Background: an optimization exercise with open tools, aiming at small area, a short achievable clock period and few clock cycles per item. Do not read the settings as production practice. Function was checked by simulation only, so behaviour that the tests miss may differ from the original. Power and IR drop assume default switching activity.

==> flow/design.v (excerpt) <==
module pollings (
        ap_clk,
        ap_rst_n,
        m_axi_gmem_AWVALID,
        m_axi_gmem_AWREADY,
        m_axi_gmem_AWADDR,
        m_axi_gmem_AWID,
        m_axi_gmem_AWLEN,
        m_axi_gmem_AWSIZE,
        m_axi_gmem_AWBURST,
        m_axi_gmem_AWLOCK,
        m_axi_gmem_AWCACHE,
        m_axi_gmem_AWPROT,
        m_axi_gmem_AWQOS,
        m_axi_gmem_AWREGION,
        m_axi_gmem_AWUSER,
        m_axi_gmem_WVALID,
        m_axi_gmem_WREADY,
        m_axi_gmem_WDATA,
        m_axi_gmem_WSTRB,
        m_axi_gmem_WLAST,
        m_axi_gmem_WID,
        m_axi_gmem_WUSER,
        m_axi_gmem_ARVALID,
        m_axi_gmem_ARREADY,
        m_axi_gmem_ARADDR,
        m_axi_gmem_ARID,
        m_axi_gmem_ARLEN,
        m_axi_gmem_ARSIZE,
        m_axi_gmem_ARBURST,
        m_axi_gmem_ARLOCK,
        m_axi_gmem_ARCACHE,
        m_axi_gmem_ARPROT,
        m_axi_gmem_ARQOS,
        m_axi_gmem_ARREGION,
        m_axi_gmem_ARUSER,
        m_axi_gmem_RVALID,
        m_axi_gmem_RREADY,
        m_axi_gmem_RDATA,
        m_axi_gmem_RLAST,
        m_axi_gmem_RID,
        m_axi_gmem_RUSER,
        m_axi_gmem_RRESP,
        m_axi_gmem_BVALID,
        m_axi_gmem_BREADY,
        m_axi_gmem_BRESP,
        m_axi_gmem_BID,
        m_axi_gmem_BUSER,
        s_axi_control_AWVALID,
        s_axi_control_AWREADY,
        s_axi_control_AWADDR,
        s_axi_control_WVALID,
        s_axi_control_WREADY,
        s_axi_control_WDATA,
        s_axi_control_WSTRB,
        s_axi_control_ARVALID,
        s_axi_control_ARREADY,
        s_axi_control_ARADDR,
        s_axi_control_RVALID,
        s_axi_control_RREADY,
        s_axi_control_RDATA,
        s_axi_control_RRESP,
        s_axi_control_BVALID,
        s_axi_control_BREADY,
        s_axi_control_BRESP,
        interrupt
);
For scale: about 2,600 cells after synthesis, ~680 flip-flops, about 380 I/O pins.
==> flow/config.mk <==
export PLATFORM = sky130hd
export DESIGN_NAME = pollings
export DESIGN_NICKNAME = pollings
export VERILOG_FILES = /design/flow/design.v
export SDC_FILE = /design/flow/constraint.sdc
export NUM_CORES = 4
export LEC_CHECK = 0
export CAP_MARGIN = 20
export CORE_MARGIN = 2
export CORE_UTILIZATION = 60
export CTS_BUF_LIST = sky130_fd_sc_hd__clkbuf_16
export CTS_CLUSTER_DIAMETER = 80
export CTS_CLUSTER_SIZE = 22
export SLEW_MARGIN = 20
==> flow/constraint.sdc <==
create_clock -name core_clock -period 10.0 [get_ports {ap_clk}]
set_input_delay 2.0000 -clock core_clock [delete_from_list [all_inputs] [get_ports {ap_clk}]]
set_output_delay 2.0000 -clock core_clock [all_outputs]
set_load 0.01 [all_outputs]
standard.sh (not shown) runs the stock make flow with config.mk's settings and CLKGATE_MAP_FILE= SYNTH_SCRIPT=/design/flow/synth_recipe.tcl, a recipe that flattens the netlist after the stock synthesis.
==> flow/flow/run.sh <==
#!/bin/bash
# Standard synthesis, then the standard layout steps with repair_timing aiming
# at a larger setup margin (each make run's full output in its own log here).
set -euo pipefail
MARGIN=$(cat flow/margin.txt)
bash standard.sh synth > synth.log 2>&1
bash standard.sh SETUP_SLACK_MARGIN=$MARGIN finish > layout.log 2>&1
==> flow/flow/margin.txt <==
6.7
The starting point completed with no timing, DRC or antenna violations.
Testbench counts at the start, summed over its fixed seeds: cycles 12,996, images 12.
Next try:
==> flow/flow/margin.txt (replaced) <==
6.9
--- a/flow/config.mk
+++ b/flow/config.mk
@@ -10,5 +10,5 @@
 export CORE_UTILIZATION = 60
 export CTS_BUF_LIST = sky130_fd_sc_hd__clkbuf_16
-export CTS_CLUSTER_DIAMETER = 80
-export CTS_CLUSTER_SIZE = 22
+export CTS_CLUSTER_DIAMETER = 90
+export CTS_CLUSTER_SIZE = 26
 export SLEW_MARGIN = 20
Outcome: The new run completed without violations. Via count is higher slightly. Synthesized cell count is unchanged. Cell area is lower slightly. Setup slack degrades by 14 ps. Non-clock buffer count increases by 37. Sequential power hardly moves. Utilization went down by 0.23 points.
Next try:
--- a/flow/config.mk
+++ b/flow/config.mk
@@ -10,5 +10,5 @@
 export CORE_UTILIZATION = 60
 export CTS_BUF_LIST = sky130_fd_sc_hd__clkbuf_16
-export CTS_CLUSTER_DIAMETER = 90
-export CTS_CLUSTER_SIZE = 26
+export CTS_CLUSTER_DIAMETER = 80
+export CTS_CLUSTER_SIZE = 22
 export SLEW_MARGIN = 20
Result: Via count stays flat. Total power goes up slightly. Maximum frequency rose slightly.
Next try:
==> flow/flow/margin.txt (replaced) <==
7.2
Effect: Non-clock buffer count went up by 191. Sequential share of layout area went down by 4.0 points. Global-route usage goes up by 1.8 points. Setup slack loses 36 ps. Clock skew is about the same. Die area does not change. Maximum frequency drops by 1.1%. Design area climbs by 8.4%. Hold slack got worse by 20 ps. Utilization climbs by 5.9 points. Routed wire length rose by 9.1%.

## port drivers added, routing unchanged
The flow's constraints put no driver on any port. The routed layouts listed below were extracted and timed again, unchanged, in two steps.
Step 1: set_driving_cell puts a clkbuf_16 on ap_clk and a buf_2 on each other input, an assumption about the parent block.
Step 2, shift: input delay + t, output delay - t, t = (earliest + latest rising clock arrival at the registers) / 2. This alone moves slack from input paths to output paths.
a / b / c = ideal / step 1 / step 2; a / b = the first two.
| run | t (ns) | setup slack, ns | clock arrival spread, ns | worst data-port slew with drivers (ns) | cell pins on the clock port's net |
|---|---|---|---|---|---|
| the first run | 0.647 | 6.721 / 6.662 / 6.127 | 0.015 / 0.015 | 0.11 | 1 |
| the second run | 0.644 | 6.708 / 6.651 / 6.248 | 0.036 / 0.036 | 0.11 | 1 |
| the third run | 0.647 | 6.742 / 6.679 / 6.230 | 0.027 / 0.026 | 0.12 | 1 |
| the fourth run | 0.655 | 6.706 / 6.650 / 6.231 | 0.032 / 0.032 | 0.11 | 1 |
After both steps setup and hold are still met in every run listed. The setup slack of the first run, which loses most, moves by -0.059 ns with the drivers and by -0.594 ns with both steps.
